What follows belongs to an exercise in optimizing a design on an open flow for small area, a short achievable clock period and few clock cycles; a production flow would make more cautious choices. No functional check of the RTL was part of any run shown here.

==> flow/design.v, too long to show whole: its modules and the start of the top module <==
// module full_reciprocal: 1097 lines
module full_reciprocal(
input logic clk,
input logic rst,  
input logic start,
output logic ready,
input logic [15:0] input0,
output logic [23:0] output0  
);
  // ...
==> flow/flow/run.sh <==
#!/bin/bash
set -euo pipefail
MARGIN=$(cat flow/margin.txt)
bash standard.sh SETUP_SLACK_MARGIN=$MARGIN finish > standard_flow.log 2>&1
==> flow/flow/margin.txt <==
5.5
==> flow/standard.sh <==
#!/bin/bash
# synth_recipe.tcl (not shown) runs the flow's synth.tcl, then flattens the netlist and writes it again
# the make line also repeats each setting of config.mk as NAME=value (left out here)
make -C /OpenROAD-flow-scripts/flow DESIGN_CONFIG=/design/flow/config.mk WORK_HOME=/design/flow/orfs CLKGATE_MAP_FILE= SYNTH_SCRIPT=/design/flow/synth_recipe.tcl "${@:-finish}"
==> flow/config.mk <==
export PLATFORM = sky130hd
export DESIGN_NAME = full_reciprocal
export DESIGN_NICKNAME = full_reciprocal
export VERILOG_FILES = /design/flow/design.v
export SDC_FILE = /design/flow/constraint.sdc
export NUM_CORES = 4
export LEC_CHECK = 0
export CAP_MARGIN = 20
export CORE_MARGIN = 2
export CORE_UTILIZATION = 40
export SLEW_MARGIN = 20
==> flow/constraint.sdc <==
create_clock -name core_clock -period 8.0 [get_ports {clk}]
set_input_delay 1.6000 -clock core_clock [delete_from_list [all_inputs] [get_ports {clk}]]
set_output_delay 1.6000 -clock core_clock [all_outputs]
set_load 0.01 [all_outputs]
==> qor.txt, run 1 <==
============================================
Warnings, synthesis ...........            1
Outcome ....................... stopped before the end
First logged error message .... ERROR: TCL interpreter returned an error: Source files actually used in the design:
Terminating stage of the flow .    synthesis
============================================
==> run 2, diff against run 1 <==
==> flow/run.sh (new file) <==
#!/bin/bash
# synth_recipe.tcl (not shown) runs the flow's synth.tcl, then flattens the netlist and writes it again
# the make line also repeats each setting of config.mk as NAME=value (left out here)
make -C /OpenROAD-flow-scripts/flow DESIGN_CONFIG=/design/flow/config.mk WORK_HOME=/design/flow/orfs CLKGATE_MAP_FILE= SYNTH_SCRIPT=/design/flow/synth_recipe.tcl finish
--- a/flow/config.mk
+++ b/flow/config.mk
@@ -10,2 +10,3 @@
 export CORE_UTILIZATION = 40
+export SETUP_SLACK_MARGIN = 5
 export SLEW_MARGIN = 20
removed: flow/flow/run.sh
removed: flow/flow/margin.txt
removed: flow/standard.sh
==> qor.txt, run 2 <==
============================================
Terminating stage of the flow .    synthesis
Outcome ....................... stopped before the end
First logged error message .... ERROR: TCL interpreter returned an error: Source files actually used in the design:
Warnings, synthesis ...........            1   unchanged
============================================
